From an optimization exercise on the open Yosys and OpenROAD flow, aimed at small area; shortcuts taken in it are not production practice.
Function was checked by simulation only, so behaviour that the tests miss may differ from the original.
The clock input has no modelled driver; a real chip could not lean on it and would need a root buffer or a full tree.
Power figures rest on the tool's default switching activity, not on a simulated workload.

==> build 26: inputs <==
Design VM, start of the top module:
module VM(one_yuan, ten_yuan, clk, rst, cancel, buy_g1, buy_g2, on, occupy, get_good, ret_coin, good1, good2, AN, seg_out, status, reset);
export LEC_CHECK = 0
export ABC_AREA = 1
export CAP_MARGIN = 20
export CORE_MARGIN = 2
export CORE_UTILIZATION = 60
export SLEW_MARGIN = 20
create_clock -name core_clock -period 10.0 [get_ports {clk}]
standard.sh (not shown) runs the stock make flow with config.mk's settings and CLKGATE_MAP_FILE= SYNTH_SCRIPT=/design/flow/synth_recipe.tcl, a recipe that flattens the netlist after the stock synthesis.
==> flow/flow/run.sh <==
#!/bin/bash
# Layout flow: the standard synthesis (standard.sh synth, unchanged), then
# the combinational logic between the registers is mapped again by ABC for
# area, from several random seeds, keeping the smallest netlist (registers,
# their names and cell types are untouched), then the standard ORFS layout
# (standard.sh) with the smallest port buffers and a clock tree of one level of
# clock buffers driven by the clock port (flow/cts_pre.tcl).
# Logs: log_1_synth.log, log_2_resynth_*.log, log_2_resynth_pick.log,
# log_3_layout.log here, and ORFS's own logs under orfs/logs.
set -euo pipefail
W=$(pwd)
R=$W/orfs/results/$FLOW_PLATFORM/VM/base
L=$W/orfs/logs/$FLOW_PLATFORM/VM/base
LIB=$FLOW_HOME/platforms/sky130hd/lib/sky130_fd_sc_hd__tt_025C_1v80.lib

# 1. standard synthesis
bash standard.sh synth > $W/log_1_synth.log 2>&1

# 2. remap the combinational logic
cp $R/1_2_yosys.v $W/std_synth.v
python3 $W/flow/mkcells.py $LIB $W/std_synth.v $W/cells.v
DONTUSE=$(grep -o -- '-dont_use [A-Za-z0-9_]*' $L/1_2_yosys.log | sort -u | tr '\n' ' ')
# ABC is run from 2 * NUM_CORES different random seeds, NUM_CORES at a time;
# the netlist with the smallest cell area is kept.
NPAR=${NUM_CORES:-4}
NRUN=$((2 * NPAR))
for k in $(seq 1 $NRUN); do
  sed -e "s/@S1@/$k/" -e "s/@S2@/$((k + 20))/" -e "s/@S3@/$((k + 40))/" -e "s/@S4@/$((k + 60))/" $W/flow/abc.script.in > $W/abc_$k.script
  cat > $W/resynth_$k.ys <<EOT
read_verilog $W/cells.v
read_verilog $W/std_synth.v
hierarchy -top $FLOW_TOP
flatten
hierarchy -top $FLOW_TOP
rename -hide w:*.*
techmap
opt -fast
opt_clean -purge
stat -liberty $LIB
abc -liberty $LIB $DONTUSE -script $W/abc_$k.script
splitnets
opt_clean -purge
hilomap -singleton -hicell sky130_fd_sc_hd__conb_1 HI -locell sky130_fd_sc_hd__conb_1 LO
insbuf -buf sky130_fd_sc_hd__buf_1 A X
tee -o $W/resynth_$k.stat stat -liberty $LIB
check
write_verilog -noattr -noexpr -nohex -nodec $W/resynth_$k.v
EOT
  yosys -l $W/log_2_resynth_$k.log $W/resynth_$k.ys > /dev/null 2>&1 &
  if (( k % NPAR == 0 )); then wait; fi
done
wait
BEST=""
BESTA=""
for k in $(seq 1 $NRUN); do
  A=$(grep 'Chip area' $W/resynth_$k.stat | awk '{print $NF}' || true)
  echo "resynth $k: area $A" >> $W/log_2_resynth_pick.log
  if [[ -n "$A" && -s $W/resynth_$k.v ]]; then
    if [[ -z "$BESTA" ]] || awk -v a="$A" -v b="$BESTA" 'BEGIN { exit !(a < b) }'; then
      BEST=$k
      BESTA=$A
    fi
  fi
done
echo "picked $BEST ($BESTA)" >> $W/log_2_resynth_pick.log
cp $W/resynth_$BEST.v $W/resynth.v
cp $W/resynth.v $R/1_2_yosys.v
rm -f $R/1_synth.odb $R/1_synth.sdc
touch $R/1_2_yosys.v

# 3. layout
export FLOW_CLOCK_CHOICES='{sky130_fd_sc_hd__clkbuf_8 3} {sky130_fd_sc_hd__clkbuf_16 2}'
export FLOW_CLOCK_MAX_SLEW=0.110
bash standard.sh \
  "BUFFER_PORTS_ARGS=-buffer_cell sky130_fd_sc_hd__buf_1" \
  "PRE_CTS_TCL=$W/flow/cts_pre.tcl" \
  finish > $W/log_3_layout.log 2>&1
==> flow/flow/abc.script.in <==
&get -n
&deepsyn -T 60 -S @S1@
&put
dch -f
amap
&get -n
&deepsyn -T 60 -S @S2@
&put
dch -f
amap
&get -n
&deepsyn -T 60 -S @S3@
&put
dch -f
amap
&get -n
&deepsyn -T 60 -S @S4@
&put
dch -f
amap
==> flow/flow/cts_pre.tcl <==
# Clock tree for this small design: the registers are split by position into
# k groups (k-means on their locations) and the clock port drives one clock
# buffer per group, placed at the group's centre, which drives that group's
# register clock pins. This replaces clock_tree_synthesis.
# The smallest choice in FLOW_CLOCK_CHOICES ("buffer groups" pairs) whose
# largest clock-pin slew, estimated from placement in a trial run of its own,
# is at most FLOW_CLOCK_MAX_SLEW (ns) is used; else the last choice.
set ::my_cts_script [file normalize [info script]]

proc my_clock_trial { buf k } {
  set t $::env(RESULTS_DIR)/cts_trial_${k}_$buf.tcl
  set f [open $t w]
  foreach lib $::env(LIB_FILES) { puts $f "read_liberty $lib" }
  puts $f "read_db $::env(RESULTS_DIR)/3_place.odb"
  puts $f "read_sdc $::env(RESULTS_DIR)/3_place.sdc"
  puts $f "source $::env(PLATFORM_DIR)/setRC.tcl"
  puts $f "source $::my_cts_script"
  puts $f "my_clock_tree $buf $k"
  puts $f "detailed_placement"
  puts $f "estimate_parasitics -placement"
  puts $f {set sl 0}
  puts $f {foreach p [get_pins -hierarchical */CLK] { set x [get_property $p slew_max]; if { $x > $sl } { set sl $x } }}
  puts $f {puts "FLOW_MAXSLEW $sl"}
  close $f
  set exe openroad
  if { [info exists ::env(OPENROAD_EXE)] } { set exe $::env(OPENROAD_EXE) }
  set out [exec $exe -no_init -exit $t 2>@1]
  set fl [open $::env(RESULTS_DIR)/cts_trial_${k}_$buf.log w]
  puts $fl $out
  close $fl
  if { [regexp {FLOW_MAXSLEW ([0-9.eE+-]+)} $out -> sl] } { return $sl }
  return 1e9
}

proc clock_tree_synthesis { args } {
  set choices $::env(FLOW_CLOCK_CHOICES)
  set pick [lindex $choices end]
  foreach c [lrange $choices 0 end-1] {
    set sl [my_clock_trial [lindex $c 0] [lindex $c 1]]
    puts "clock tree trial $c: largest clock-pin slew $sl ns"
    if { $sl <= $::env(FLOW_CLOCK_MAX_SLEW) } {
      set pick $c
      break
    }
  }
  puts "clock tree: $pick"
  my_clock_tree [lindex $pick 0] [lindex $pick 1]
}

proc my_clock_tree { buffer k } {
  set block [ord::get_db_block]
  set dbu [$block getDbUnitsPerMicron]
  set pins {}
  foreach iterm [[$block findNet clk] getITerms] {
    set box [[$iterm getInst] getBBox]
    lappend pins [list $iterm [expr { ([$box xMin] + [$box xMax]) / 2.0 / $dbu }] \
      [expr { ([$box yMin] + [$box yMax]) / 2.0 / $dbu }]]
  }
  set pins [lsort -real -index 1 $pins]
  set n [llength $pins]
  # start from k slices along x, then refine with k-means
  set cent {}
  for { set g 0 } { $g < $k } { incr g } {
    set p [lindex $pins [expr { int(($g + 0.5) * $n / $k) }]]
    lappend cent [list [lindex $p 1] [lindex $p 2]]
  }
  for { set it 0 } { $it < 20 } { incr it } {
    set assign {}
    foreach p $pins {
      set best 0
      set bd 1e30
      for { set g 0 } { $g < $k } { incr g } {
        set c [lindex $cent $g]
        set d [expr { abs([lindex $p 1] - [lindex $c 0]) + abs([lindex $p 2] - [lindex $c 1]) }]
        if { $d < $bd } { set bd $d; set best $g }
      }
      lappend assign $best
    }
    set newc {}
    for { set g 0 } { $g < $k } { incr g } {
      set sx 0; set sy 0; set m 0
      foreach p $pins a $assign {
        if { $a == $g } { set sx [expr { $sx + [lindex $p 1] }]; set sy [expr { $sy + [lindex $p 2] }]; incr m }
      }
      if { $m > 0 } { lappend newc [list [expr { $sx / $m }] [expr { $sy / $m }]] } else { lappend newc [lindex $cent $g] }
    }
    set cent $newc
  }
  for { set g 0 } { $g < $k } { incr g } {
    set loads {}
    foreach p $pins a $assign {
      if { $a == $g } {
        set iterm [lindex $p 0]
        lappend loads [get_pins "[[$iterm getInst] getName]/[[$iterm getMTerm] getName]"]
      }
    }
    if { [llength $loads] == 0 } { continue }
    set c [lindex $cent $g]
    puts "clock buffer $g: [llength $loads] clock pins at ($c)"
    insert_buffer -buffer_cell $buffer -net clk -load_pins $loads \
      -location $c -buffer_name clkbuf_$g -net_name clknet_$g
  }
  set clk_net [$block findNet clk]
  $clk_net setSigType CLOCK
  foreach iterm [$clk_net getITerms] {
    foreach o [[$iterm getInst] getITerms] {
      if { [$o isOutputSignal] } { [$o getNet] setSigType CLOCK }
    }
  }
  set_propagated_clock [all_clocks]
}
Other scripts of this flow, unchanged in this note and not shown: flow/flow/mkcells.py
==> build 85 (differences from build 26) <==
--- a/flow/design.v
+++ b/flow/design.v
@@ -145,33 +145,29 @@
     else if (add2) amt_q <= amt_p2[6:0];
     else if (add20) amt_q <= amt_p20[6:0];
   end
 end
 reg [6:0] div;            
 wire div_jump = (div[5:0] == 6'b011100);
 reg [2:0] sp;
-reg [2:0] rl;
-reg rh;
-wire [3:0] r = {rh, rl};
+reg [3:0] r;
 wire [4:0] data_q = {r[0] & ~(r[1] ^ r[2]), r[2] & r[1], r[2:0]};
 wire [4:0] cq = {r[3], r[2] & r[1], r[2:0]};
 reg [4:0] code;
 always @(posedge clk) begin
   if (reset) begin
     div <= 7'd115;
     sp <= 3'd7;
-    rl <= 3'b111;
+    r <= 4'b1111;
   end else begin
     div <= {div[5:0], ~(div[6] ^ div[0]) ^ div_jump};
     if (div_jump) sp <= sp + 3'd1;
-    rl <= (sp <= 3'd1) ? code[2:0] : dl;
-  end
-end
-always @(posedge clk)
-  rh <= code[4];
+    r <= {code[4], (sp <= 3'd1) ? code[2:0] : dl};
+  end
+end
 wire hi = (|amt[7:5]) | (amt[4] & (amt[3] | amt[2]));
 wire [4:0] dig = hi ? amt[5:1] - 5'd10 : amt[5:1];
 always @* begin
   if (!rst) AN = 8'h00;
   else if (occupy)
     case (sp)
       3'd0: AN = 8'b11111110;
==> flow/flow/run.sh (replaced) <==
#!/bin/bash
# Layout flow: the standard synthesis, then the combinational logic between
# the registers is mapped again by ABC for area (registers, their names and cell
# types are untouched), then the standard ORFS layout with the smallest port
# buffers and a clock tree of one level of buffers (flow/cts_pre.tcl).
set -euo pipefail
W=$(pwd)
R=$W/orfs/results/$FLOW_PLATFORM/VM/base
L=$W/orfs/logs/$FLOW_PLATFORM/VM/base
LIB=$FLOW_HOME/platforms/sky130hd/lib/sky130_fd_sc_hd__tt_025C_1v80.lib

# 1. standard synthesis
bash standard.sh synth > $W/log_1_synth.log 2>&1

# 2. remap the combinational logic
cp $R/1_2_yosys.v $W/std_synth.v
python3 $W/flow/mkcells.py $LIB $W/std_synth.v $W/cells.v
DONTUSE=$(grep -o -- '-dont_use [A-Za-z0-9_]*' $L/1_2_yosys.log | sort -u | tr '\n' ' ')
# ABC is run from NUM_CORES different random seeds in parallel; the netlist
# with the smallest cell area is kept.
NRUN=${NUM_CORES:-4}
for k in $(seq 1 $NRUN); do
  sed -e "s/@S1@/$k/" -e "s/@S2@/$((k + 10))/" -e "s/@S3@/$((k + 20))/" $W/flow/abc.script.in > $W/abc_$k.script
  cat > $W/resynth_$k.ys <<EOT
read_verilog $W/cells.v
read_verilog $W/std_synth.v
hierarchy -top $FLOW_TOP
flatten
hierarchy -top $FLOW_TOP
rename -hide w:*.*
techmap
opt -fast
opt_clean -purge
stat -liberty $LIB
abc -liberty $LIB $DONTUSE -script $W/abc_$k.script
splitnets
opt_clean -purge
hilomap -singleton -hicell sky130_fd_sc_hd__conb_1 HI -locell sky130_fd_sc_hd__conb_1 LO
insbuf -buf sky130_fd_sc_hd__buf_4 A X
tee -o $W/resynth_$k.stat stat -liberty $LIB
check
write_verilog -noattr -noexpr -nohex -nodec $W/resynth_$k.v
EOT
  yosys -l $W/log_2_resynth_$k.log $W/resynth_$k.ys > /dev/null 2>&1 &
done
wait
BEST=""
BESTA=""
for k in $(seq 1 $NRUN); do
  A=$(grep 'Chip area' $W/resynth_$k.stat | awk '{print $NF}' || true)
  echo "resynth $k: area $A" >> $W/log_2_resynth_pick.log
  if [[ -n "$A" && -s $W/resynth_$k.v ]]; then
    if [[ -z "$BESTA" ]] || awk -v a="$A" -v b="$BESTA" 'BEGIN { exit !(a < b) }'; then
      BEST=$k
      BESTA=$A
    fi
  fi
done
echo "picked $BEST ($BESTA)" >> $W/log_2_resynth_pick.log
cp $W/resynth_$BEST.v $W/resynth.v
cp $W/resynth.v $R/1_2_yosys.v
rm -f $R/1_synth.odb $R/1_synth.sdc
touch $R/1_2_yosys.v

# 3. layout
export FLOW_CLOCK_BUFFER=sky130_fd_sc_hd__clkbuf_16
export FLOW_CLOCK_GROUPS=2
bash standard.sh \
  "BUFFER_PORTS_ARGS=-buffer_cell sky130_fd_sc_hd__buf_1" \
  "PRE_CTS_TCL=$W/flow/cts_pre.tcl" \
  finish > $W/log_3_layout.log 2>&1
==> flow/flow/abc.script.in (replaced) <==
&get -n
&deepsyn -T 60 -S @S1@
&put
dch -f
amap
&get -n
&deepsyn -T 60 -S @S2@
&put
dch -f
amap
&get -n
&deepsyn -T 60 -S @S3@
&put
dch -f
amap
==> flow/flow/cts_pre.tcl (replaced) <==
# Clock tree for this small design: the registers are split by position into
# FLOW_CLOCK_GROUPS groups (k-means on their locations) and the clock port
# drives one clock buffer per group, placed at the group's centre, which drives
# that group's register clock pins. This replaces clock_tree_synthesis.
proc clock_tree_synthesis { args } {
  set block [ord::get_db_block]
  set dbu [$block getDbUnitsPerMicron]
  set k $::env(FLOW_CLOCK_GROUPS)
  set pins {}
  foreach iterm [[$block findNet clk] getITerms] {
    set box [[$iterm getInst] getBBox]
    lappend pins [list $iterm [expr { ([$box xMin] + [$box xMax]) / 2.0 / $dbu }] \
      [expr { ([$box yMin] + [$box yMax]) / 2.0 / $dbu }]]
  }
  set pins [lsort -real -index 1 $pins]
  set n [llength $pins]
  # start from k slices along x, then refine with k-means
  set cent {}
  for { set g 0 } { $g < $k } { incr g } {
    set p [lindex $pins [expr { int(($g + 0.5) * $n / $k) }]]
    lappend cent [list [lindex $p 1] [lindex $p 2]]
  }
  for { set it 0 } { $it < 20 } { incr it } {
    set assign {}
    foreach p $pins {
      set best 0
      set bd 1e30
      for { set g 0 } { $g < $k } { incr g } {
        set c [lindex $cent $g]
        set d [expr { abs([lindex $p 1] - [lindex $c 0]) + abs([lindex $p 2] - [lindex $c 1]) }]
        if { $d < $bd } { set bd $d; set best $g }
      }
      lappend assign $best
    }
    set newc {}
    for { set g 0 } { $g < $k } { incr g } {
      set sx 0; set sy 0; set m 0
      foreach p $pins a $assign {
        if { $a == $g } { set sx [expr { $sx + [lindex $p 1] }]; set sy [expr { $sy + [lindex $p 2] }]; incr m }
      }
      if { $m > 0 } { lappend newc [list [expr { $sx / $m }] [expr { $sy / $m }]] } else { lappend newc [lindex $cent $g] }
    }
    set cent $newc
  }
  for { set g 0 } { $g < $k } { incr g } {
    set loads {}
    foreach p $pins a $assign {
      if { $a == $g } {
        set iterm [lindex $p 0]
        lappend loads [get_pins "[[$iterm getInst] getName]/[[$iterm getMTerm] getName]"]
      }
    }
    if { [llength $loads] == 0 } { continue }
    set c [lindex $cent $g]
    puts "clock buffer $g: [llength $loads] clock pins at ($c)"
    insert_buffer -buffer_cell $::env(FLOW_CLOCK_BUFFER) -net clk -load_pins $loads \
      -location $c -buffer_name clkbuf_$g -net_name clknet_$g
  }
  set clk_net [$block findNet clk]
  $clk_net setSigType CLOCK
  foreach iterm [$clk_net getITerms] {
    foreach o [[$iterm getInst] getITerms] {
      if { [$o isOutputSignal] } { [$o getNet] setSigType CLOCK }
    }
  }
  set_propagated_clock [all_clocks]
}
==> notes <==
- Build 85 finished with timing, DRC and antenna clean. Build 26 finished clean.
- Synthesized cell count: build 26 is higher than build 85 (0.64%).
- Against build 85, the clock skew of build 26 is lower by 0.0089 ns.
- Routed wire length: build 85 is higher than build 26 (2.0%).
- Via count: build 85 is larger than build 26 (about 0.55%).
- Between build 26 and build 85, the lower clock power is in build 26 (gap about 10%, measured against build 85).
- Of build 85 and build 26, build 26 has the higher final cell count (gap 0.50%, measured against build 26).
- Utilization: build 85 is higher than build 26 (0.62 points).
- Between build 85 and build 26, the lower critical path depth is in build 85 (gap 5).
In every run of this note, the design's own scripts or RTL, not TritonCTS, make the clock network.

-- afterwards: timing with drivers on the ports --
The results above use ideal ports. As a check the final layouts listed here were re-extracted and re-timed, cells and wires unchanged.
Step 1 assumes that a clkbuf_16 drives the clock port and a buf_2 every other input.
Step 2, shift: input delay + t, output delay - t, t = (earliest + latest rising clock arrival at the registers) / 2. This alone moves slack from input paths to output paths.
Three values: ideal, step 1, step 2; two values: the first two.
| run | shift t [ns] | setup WS [ns] | pins driven straight from the clock port |
|---|---|---|---|
| build 26 | 0.197 | 3.950 / 3.903 / 4.100 | 3 |
| build 85 | 0.193 | 3.446 / 3.405 / 3.405 | 2 |
After both steps every run listed still meets setup and hold. For build 85, which loses most, drivers alone change the setup slack by -0.041 ns; drivers and shift together by -0.041 ns.
